Source: an optimization exercise on an open RTL-to-GDS flow (aim: small area and a short achievable clock period). Production flows keep margins and buffers that such runs may drop.
The RTL was checked by simulation tests, not by an equivalence proof against the original design.

$ cat design/flow/config.mk
export PLATFORM = sky130hd
export DESIGN_NAME = fp32_mul
export DESIGN_NICKNAME = fp32_mul
export VERILOG_FILES = /design/flow/design.v
export SDC_FILE = /design/flow/constraint.sdc
export NUM_CORES = 4
export LEC_CHECK = 0
export CAP_MARGIN = 20
export CORE_MARGIN = 2
export CORE_UTILIZATION = 40
export SLEW_MARGIN = 20
$ cat design/flow/constraint.sdc
create_clock -name core_clock -period 8.2 [get_ports {clk}]
set_input_delay 1.6400 -clock core_clock [delete_from_list [all_inputs] [get_ports {clk}]]
set_output_delay 1.6400 -clock core_clock [all_outputs]
set_load 0.01 [all_outputs]
$ cat design/flow/design.v
`default_nettype none
module fp32_mul(
    input wire clk,          
    input wire [31:0] a,         
    input wire [31:0] b,         
    input wire [2:0] rm,         
    output reg [31:0] result,    
    output wire nv,              
    output wire of,              
    output wire uf,              
    output wire nx               
);
    wire stage0_a_sign;
    wire stage0_b_sign;
    wire [7:0] stage0_a_exp;
    wire [7:0] stage0_b_exp;
    wire [22:0] stage0_a_signif;
    wire [22:0] stage0_b_signif;
    wire [2:0] stage0_rounding_mode;
    assign stage0_a_sign = a[31];
    assign stage0_b_sign = b[31];
    assign stage0_a_exp = a[30:23];
    assign stage0_b_exp = b[30:23];
    assign stage0_a_signif = a[22:0];
    assign stage0_b_signif = b[22:0];
    assign stage0_rounding_mode = rm;
    wire stage0_a_is_nan;
    wire stage0_b_is_nan;
    wire stage0_a_is_inf;
    wire stage0_b_is_inf;
    wire stage0_a_is_snan;
    wire stage0_b_is_snan;
    wire stage0_a_is_zero;
    wire stage0_b_is_zero;
    wire stage0_invalid;
    wire stage0_result_is_nan;
    wire stage0_result_is_inf;
    wire stage0_result_is_zero;
    assign stage0_a_is_nan = (stage0_a_exp == 8'hff) & (stage0_a_signif != 23'b0);
    assign stage0_b_is_nan = (stage0_b_exp == 8'hff) & (stage0_b_signif != 23'b0);
    assign stage0_a_is_inf = (stage0_a_exp == 8'hff) & (stage0_a_signif == 23'b0);
    assign stage0_b_is_inf = (stage0_b_exp == 8'hff) & (stage0_b_signif == 23'b0);
    assign stage0_a_is_snan = (stage0_a_exp == 8'hff) & ~stage0_a_signif[22] & (stage0_a_signif[21:0] != 22'b0);
    assign stage0_b_is_snan = (stage0_b_exp == 8'hff) & ~stage0_b_signif[22] & (stage0_b_signif[21:0] != 22'b0);
    assign stage0_a_is_zero = (stage0_a_exp == 8'b0) & (stage0_a_signif == 23'b0);
    assign stage0_b_is_zero = (stage0_b_exp == 8'b0) & (stage0_b_signif == 23'b0);
    assign stage0_invalid = 
        stage0_a_is_snan | stage0_b_is_snan |
        (stage0_a_is_inf & stage0_b_is_zero) | (stage0_a_is_zero & stage0_b_is_inf);
    assign stage0_result_is_nan = stage0_a_is_nan | stage0_b_is_nan | stage0_invalid;
    assign stage0_result_is_inf = ~stage0_result_is_nan & (stage0_a_is_inf | stage0_b_is_inf);
    assign stage0_result_is_zero = ~stage0_result_is_nan & (stage0_a_is_zero | stage0_b_is_zero);
    wire stage0_sign;
    assign stage0_sign = stage0_a_sign ^ stage0_b_sign;
    wire stage0_a_is_subnormal;
    wire stage0_b_is_subnormal;
    wire [23:0] stage0_mul_in1_signif;
    wire [23:0] stage0_mul_in2_signif;
    assign stage0_a_is_subnormal = (stage0_a_exp == 8'b0);
    assign stage0_b_is_subnormal = (stage0_b_exp == 8'b0);
    assign stage0_mul_in1_signif = {~stage0_a_is_subnormal, stage0_a_signif};
    assign stage0_mul_in2_signif = {~stage0_b_is_subnormal, stage0_b_signif};
    wire [47:0] stage0_mul_tmp;
    assign stage0_mul_tmp = stage0_mul_in1_signif * stage0_mul_in2_signif;
    reg [4:0] stage0_a_leading_zero_count;
    integer stage0_a_lzc_i;
    always @* begin
        stage0_a_leading_zero_count = 22;
        for (stage0_a_lzc_i = 0; stage0_a_lzc_i <= 22; stage0_a_lzc_i = stage0_a_lzc_i + 1) begin
            if (stage0_a_signif[stage0_a_lzc_i])
                stage0_a_leading_zero_count = 22 - stage0_a_lzc_i;
        end
    end
    reg [4:0] stage0_b_leading_zero_count;
    integer stage0_b_lzc_i;
    always @* begin
        stage0_b_leading_zero_count = 22;
        for (stage0_b_lzc_i = 0; stage0_b_lzc_i <= 22; stage0_b_lzc_i = stage0_b_lzc_i + 1) begin
            if (stage0_b_signif[stage0_b_lzc_i])
                stage0_b_leading_zero_count = 22 - stage0_b_lzc_i;
        end
    end
    wire [9:0] stage0_mul_in1_exp;
    wire [9:0] stage0_mul_in2_exp;
    wire [9:0] stage0_mul_exp;
    assign stage0_mul_in1_exp = (stage0_a_is_subnormal) ? -{5'b0, stage0_a_leading_zero_count} : {2'b0, stage0_a_exp};
    assign stage0_mul_in2_exp = (stage0_b_is_subnormal) ? -{5'b0, stage0_b_leading_zero_count} : {2'b0, stage0_b_exp};
    assign stage0_mul_exp = $signed(stage0_mul_in1_exp) + $signed(stage0_mul_in2_exp) - 127;
    wire [9:0] stage0_a_left_shift;
    wire [9:0] stage0_b_left_shift;
    assign stage0_a_left_shift = (stage0_a_is_subnormal) ? stage0_a_leading_zero_count + 1 : 0;
    assign stage0_b_left_shift = (stage0_b_is_subnormal) ? stage0_b_leading_zero_count + 1 : 0;
    reg stage1_sign;
    reg [9:0] stage1_a_left_shift;
    reg [9:0] stage1_b_left_shift;
    reg [9:0] stage1_mul_exp;
    reg [47:0] stage1_mul_tmp;
    reg [2:0] stage1_rounding_mode;
    reg stage1_invalid;
    reg stage1_result_is_nan;
    reg stage1_result_is_inf;
    reg stage1_result_is_zero;
    always @(posedge clk) begin
        stage1_sign <= stage0_sign;
        stage1_a_left_shift <= stage0_a_left_shift;
        stage1_b_left_shift <= stage0_b_left_shift;
        stage1_mul_exp <= stage0_mul_exp;
        stage1_mul_tmp <= stage0_mul_tmp;
        stage1_rounding_mode <= stage0_rounding_mode;
        stage1_invalid <= stage0_invalid;
        stage1_result_is_nan <= stage0_result_is_nan;
        stage1_result_is_inf <= stage0_result_is_inf;
        stage1_result_is_zero <= stage0_result_is_zero;
    end
    wire [9:0] stage1_exp_right_shift;
    wire [9:0] stage1_tmp_right_shift_amount;
    wire [5:0] stage1_right_shift_amount;
    assign stage1_exp_right_shift = ($signed(stage1_mul_exp) <= 0) ? 1 - stage1_mul_exp : 0;
    assign stage1_tmp_right_shift_amount = 23 - stage1_a_left_shift - stage1_b_left_shift + stage1_exp_right_shift;
    assign stage1_right_shift_amount = (stage1_tmp_right_shift_amount > 49) ? 49 : stage1_tmp_right_shift_amount;
    reg stage2_sign;
    reg [9:0] stage2_mul_exp;
    reg [47:0] stage2_mul_result;
    reg [5:0] stage2_right_shift_amount;
    reg [2:0] stage2_rounding_mode;
    reg stage2_invalid;
    reg stage2_result_is_nan;
    reg stage2_result_is_inf;
    reg stage2_result_is_zero;
    always @(posedge clk) begin
        stage2_sign <= stage1_sign;
        stage2_mul_exp <= stage1_mul_exp;
        stage2_mul_result <= stage1_mul_tmp;
        stage2_right_shift_amount <= stage1_right_shift_amount;
        stage2_rounding_mode <= stage1_rounding_mode;
        stage2_invalid <= stage1_invalid;
        stage2_result_is_nan <= stage1_result_is_nan;
        stage2_result_is_inf <= stage1_result_is_inf;
        stage2_result_is_zero <= stage1_result_is_zero;
    end
    wire [73:0] stage2_shifted_result;
    wire [26:0] stage2_tmp_signif;
    assign stage2_shifted_result = ({stage2_mul_result, 49'b0} >> stage2_right_shift_amount);
    assign stage2_tmp_signif = {stage2_shifted_result[73:48], (stage2_shifted_result[47:0] != 0)};
    reg stage2_add_one;
    reg stage2_inexact;
    always @* begin
        if (stage2_tmp_signif[26]) begin
            stage2_inexact = stage2_tmp_signif[2] | stage2_tmp_signif[1] | stage2_tmp_signif[0];
            case(stage2_rounding_mode)
                3'b000: begin
                    stage2_add_one = (stage2_tmp_signif[2] & (stage2_tmp_signif[3] | stage2_tmp_signif[1] | stage2_tmp_signif[0]));
                end
                3'b001: begin
                    stage2_add_one = 1'b0;
                end
                3'b010: begin
                    stage2_add_one = (stage2_sign & (stage2_tmp_signif[2] | stage2_tmp_signif[1] | stage2_tmp_signif[0]));
                end
                3'b011: begin
                    stage2_add_one = (~stage2_sign & (stage2_tmp_signif[2] | stage2_tmp_signif[1] | stage2_tmp_signif[0]));
                end
                3'b100: begin
                    stage2_add_one = stage2_tmp_signif[2];
                end
                default: begin
                    stage2_add_one = (stage2_tmp_signif[2] & (stage2_tmp_signif[3] | stage2_tmp_signif[1] | stage2_tmp_signif[0]));
                end
            endcase
        end else begin
            stage2_inexact = stage2_tmp_signif[1] | stage2_tmp_signif[0];
            case(stage2_rounding_mode)
                3'b000: begin
                    stage2_add_one = (stage2_tmp_signif[1] & (stage2_tmp_signif[2] | stage2_tmp_signif[0]));
                end
                3'b001: begin
                    stage2_add_one = 1'b0;
                end
                3'b010: begin
                    stage2_add_one = (stage2_sign & (stage2_tmp_signif[1] | stage2_tmp_signif[0]));
                end
                3'b011: begin
                    stage2_add_one = (~stage2_sign & (stage2_tmp_signif[1] | stage2_tmp_signif[0]));
                end
                3'b100: begin
                    stage2_add_one = stage2_tmp_signif[1];
                end
                default: begin
                    stage2_add_one = (stage2_tmp_signif[1] & (stage2_tmp_signif[2] | stage2_tmp_signif[0]));
                end
            endcase
        end
    end
    reg stage3_sign;
    reg [9:0] stage3_tmp_exp;
    reg [24:0] stage3_tmp_signif;
    reg stage3_add_one;
    reg [2:0] stage3_rounding_mode;
    reg stage3_invalid;
    reg stage3_inexact;
    reg stage3_result_is_nan;
    reg stage3_result_is_inf;
    reg stage3_result_is_zero;
    always @(posedge clk) begin
        stage3_sign <= stage2_sign;
        stage3_tmp_exp <= stage2_mul_exp;
        stage3_tmp_signif <= stage2_tmp_signif[26:2];
        stage3_add_one <= stage2_add_one;
        stage3_rounding_mode <= stage2_rounding_mode;
        stage3_invalid <= stage2_invalid;
        stage3_inexact <= stage2_inexact;
        stage3_result_is_nan <= stage2_result_is_nan;
        stage3_result_is_inf <= stage2_result_is_inf;
        stage3_result_is_zero <= stage2_result_is_zero;
    end
    wire [24:0] stage3_rounded_signif;
    wire [9:0] stage3_tmp2_exp;
    wire [22:0] stage3_result_signif;
    assign stage3_rounded_signif = stage3_tmp_signif + stage3_add_one;
    assign stage3_tmp2_exp = stage3_tmp_exp + stage3_rounded_signif[24];
    assign stage3_result_signif = stage3_rounded_signif[24] ? stage3_rounded_signif[23:1] : stage3_rounded_signif[22:0];
    wire [7:0] stage3_result_exp;
    assign stage3_result_exp = 
        ($signed(stage3_tmp2_exp) <= 0) ? {7'b0, stage3_rounded_signif[23]} :
        ($signed(stage3_tmp2_exp) >= 255) ? 8'hff : stage3_tmp2_exp;
    assign nv = stage3_invalid;
    assign of = ~stage3_result_is_inf & ~stage3_result_is_nan & (stage3_result_exp == 8'hff);
    assign uf = (stage3_result_exp == 0) & stage3_inexact;
    assign nx = ~stage3_result_is_nan & (stage3_inexact | of);
    always @* begin
        if (stage3_result_is_nan) begin
            result = 32'h7fc00000;
        end else if (stage3_result_is_inf) begin
            result = {stage3_sign, 8'hff, 23'b0};
        end else if (of) begin
            case(stage3_rounding_mode)
                3'b000: begin
                    result = {stage3_sign, 8'hff, 23'b0};
                end
                3'b001: begin
                    result = {stage3_sign, 8'hfe, {23{1'b1}}};
                end
                3'b010: begin
                    if (stage3_sign) begin
                        result = {1'b1, 8'hff, 23'b0};
                    end else begin
                        result = {1'b0, 8'hfe, {23{1'b1}}};
                    end
                end
                3'b011: begin
                    if (stage3_sign) begin
                        result = {1'b1, 8'hfe, {23{1'b1}}};
                    end else begin
                        result = {1'b0, 8'hff, 23'b0};
                    end
                end
                3'b100: begin
                    result = {stage3_sign, 8'hff, 23'b0};
                end
                default: begin
                    result = {stage3_sign, 8'hff, 23'b0};
                end
            endcase
        end else if (stage3_result_is_zero) begin
            result = {stage3_sign, 31'b0};
        end else begin
            result = {stage3_sign, stage3_result_exp, stage3_result_signif};
        end
    end
endmodule
`default_nettype wire
$ cat design/flow/run.sh
#!/bin/bash
# synth_recipe.tcl (not shown) runs the flow's synth.tcl, then flattens the netlist and writes it again
# the make line also repeats each setting of config.mk as NAME=value (left out here)
make -C /OpenROAD-flow-scripts/flow DESIGN_CONFIG=/design/flow/config.mk WORK_HOME=/design/flow/orfs CLKGATE_MAP_FILE= SYNTH_SCRIPT=/design/flow/synth_recipe.tcl finish
==> flow_summary.yaml <==
routing:
  via_per_inst: 5.18
  via_count: 24129
  finalWirelength_microns: 86300
  routedWlPerCell_microns: 18.5
  drt_iter0_markers: 1765
  ant_nets: 0
  drt-pass1-iter-count: 7
  drc: 0
critical_path:
  arrival_ps: 8410
  crit_path_max_fanout: 3
  endpoint_kind: "flop"
  required_ps: 8590
  critPathLaunchType: "primary input"
  path_class: "in -> reg"
yosys:
  synthArstFlopShare_pct: 0
  yosysSeqAreaShare_pct: 13.2
  yosys-top-cells-area: "fa_1 33%, dfxtp_1 13%, ha_1 9.2%"
  yosys_register_bits: 195
  netlist_area_sq_um: 29600
  synth.avg_cell_area_sq_um: 8.74
  yosys.cell_types.count: 77
  netlist_instances: 3390
  synthFlopType: "dfxtp_1"
  synth_commonest_cells: "572 x inv_1, 489 x fa_1, 476 x nand2_1"
  synth.most_common_cell: "inv_1"
  synth_top_area_share_pct: 33.0
  synth_warnings: 1
  synth_top_cell_by_area: "fa_1"
  synth-edff-count: 0
layout:
  final_cell_area_sq_um: 35800
  antenna_cells: 0
  drive_gt1_share_pct: 14.8
  finish.net_count: 4463
  fin_cells: 4660
  syn_to_final_growth_pct: 20.9
cts:
  cts_tree: "built"
  hold_buffers: 0
  cts_buffers: 17
  htreeDepth: 4
  root_buffer: "clkbuf_16"
  path_clk_slew_ps: 80
  clk_path_buf_depth: 2
  clock_latency_ps: 460
  cts.sinks: 195
grt:
  track_usage_pct: 21.9
  grt-ovfl-total: 0
  grt_pass1_wl_microns: 132000
  antenna_found_initial: 1
  first_global_vias: 23852
  grt_max_degree: 79
sta:
  fmax_ghz: 0.125
  hold_viol: 0
  setup_viol: 0
  skew_ps: 14.2
  fin_ws_ps: 182
  slew_viol_final: 0
  max-slew-margin-rel_pct: 30.8
  period_share_pct: 97.8
  worstMarginPinSlew_ps: 1040
  finalCriticalPeriod_ps: 8020
floorplanning:
  start_util_pct: 40.5
  rows: 99
  die_y_microns: 276
  dieArea_sq_um: 76300
  die_x_microns: 276
  design.core.area_sq_um: 73200
  pin_count: 104
placement:
  dpl-instance-area_sq_um: 34100
  dpl.hpwl_microns: 69200
  io_buffers: 103
  dpl.cell_count: 4577
  pre_cts_ws_ps: -778
  gp_congestion: 0.941
job:
  cap_violations: 0
outcome:
  status: "timing/DRC/antenna clean"
hold_path:
  hold_class: "reg -> reg"
[metrics by stage]
step | hold WS, ps | setup TNS [ps] | util (%)
6_report | 317 | 0 | 49.0
3_3_place_gp | 310 | -6200 | 46.6
4_1_cts | 320 | -8.74 | 47.6
3_5_place_dp | 312 | -8590 | 46.6
5_1_grt | 324 | -27.6 | 49.0
2_1_floorplan | 310 | 0 | -
[path summary, 6_finish.rpt]
path                              startpoint                                       to  slack [ps]  depth (start not counted)
setup / recovery                       b[27]               stage1_mul_tmp[43]$_DFF_P_         180                         25
hold / removal    stage1_mul_tmp[16]$_DFF_P_            stage2_mul_result[16]$_DFF_P_         320                          0
setup reg to reg   stage1_mul_exp[1]$_DFF_P_  stage2_right_shift_amount[4]$_SDFF_PN1_        2710                         18
hold reg to reg   stage1_mul_tmp[16]$_DFF_P_            stage2_mul_result[16]$_DFF_P_         320                          0
[worst max-delay path, cell delays in order]
cell and delay (ps):
dlymetal6s2s_1 170, or4_4 520, nor2_4 190, nor2_2 60
fa_1 480, inv_1 50, fa_1 560, fa_1 440
fa_1 490, fa_1 510, fa_1 510, fa_1 560
inv_1 50, ha_1 280, o21a_1 210, a2bb2oi_2 150
and3_1 180, and3_1 190, o21bai_2 200, a31oi_4 150
o31ai_4 340, buf_4 160, nand2_1 60, nor2_2 130
xnor2_1 120
[registers in the layout, indices dropped and copies added (netlist names), 3 cells and up]
signal and cells:
stage3_tmp_exp 10, stage1_mul_tmp 48, stage2_right_shift_amount 6, stage3_tmp_signif 25, stage3_rounding_mode 3, stage2_rounding_mode 3
stage1_mul_exp 10, stage1_b_left_shift 6, stage2_mul_result 48, stage1_rounding_mode 3, stage2_mul_exp 10, stage1_a_left_shift 6
[routing by layer]
layer  wire length (microns)  global-route usage [%]  share of wire (%)
met5                      13                       0              0.015
met4                    2580                    7.33                3.0
met3                    5440                    3.05                6.3
met2                   40000                    35.2                 46
met1                   38200                    30.4                 44
[area by class of cell]
type	count	area (sq um)
fillers	6949	37400
multi-input cells	2431	23200
repair buffers	469	4790
flip-flops and latches	195	3910
inverters	574	2160
well taps	959	1200
clock buffers	17	425
clock inverters	15	201
[kinds of logic (layout without fill, tap and decap cells)]
logic type | after synthesis | in the layout | synth area share (%)
AND/OR/NAND/NOR | 1100 | 1100 | 17.8
buffers and inverters | 765 | 1075 | 9.79
adder cells (fa/ha/maj) | 707 | 707 | 42.2
AO/OA/AOI/OAI | 395 | 395 | 8.69
flip-flops | 195 | 195 | 13.2
multiplexers | 128 | 128 | 5.43
XOR/XNOR | 99 | 99 | 2.92
other | 1 | 2 | 0.0126
[cell usage in the layout (no fill, tap or decap), types with 19 or more instances in the layout]
master,count
xor2_1,33
clkdlybuf4s50_1,65
mux2_2,43
nand3_1,41
and2_1,221
a21o_1,35
nand2_1,474
inv_1,568
clkbuf_16,30
dlymetal6s2s_1,30
dfxtp_1,194
nor2b_1,22
mux2i_1,63
nor2_1,152
fa_1,484
o21ai_0,76
nor3_1,36
ha_1,212
a21oi_1,96
mux4_2,21
buf_4,287
o21bai_1,19
buf_12,55
xnor2_1,66
[repair_timing]
action	in CTS	in global routing
setup endpoints to repair	8	38
setup buffers	1	37
cloned	0	13
resized for setup	18	108
pin swaps	8	54

[port drivers added, routing unchanged]
In the flow no input, the clock included, has a driving cell. The finished layout below was timed again as built, in two steps.
Step 1, drivers: a clkbuf_16 drives clk and a buf_2 each remaining input, both assumed.
Step 2 moves the port delays by t, midway between the first and last clock arrival at a register: inputs arrive t later, outputs are due t later. That takes back most of the time a late clock gives input paths.
a / b / c = ideal / step 1 / step 2; a / b = the first two.
t, ns: 0.521
slack for setup (ns): 0.182 / 0.214 / -0.307
worst setup path at the end: input to register
worst register clock-pin slew, ns: 0.08 / 0.08
Met with ideal ports but missed after step 2: setup timing in this run. For this run, drivers alone change the setup slack by +0.032 ns; drivers and shift together by -0.489 ns.
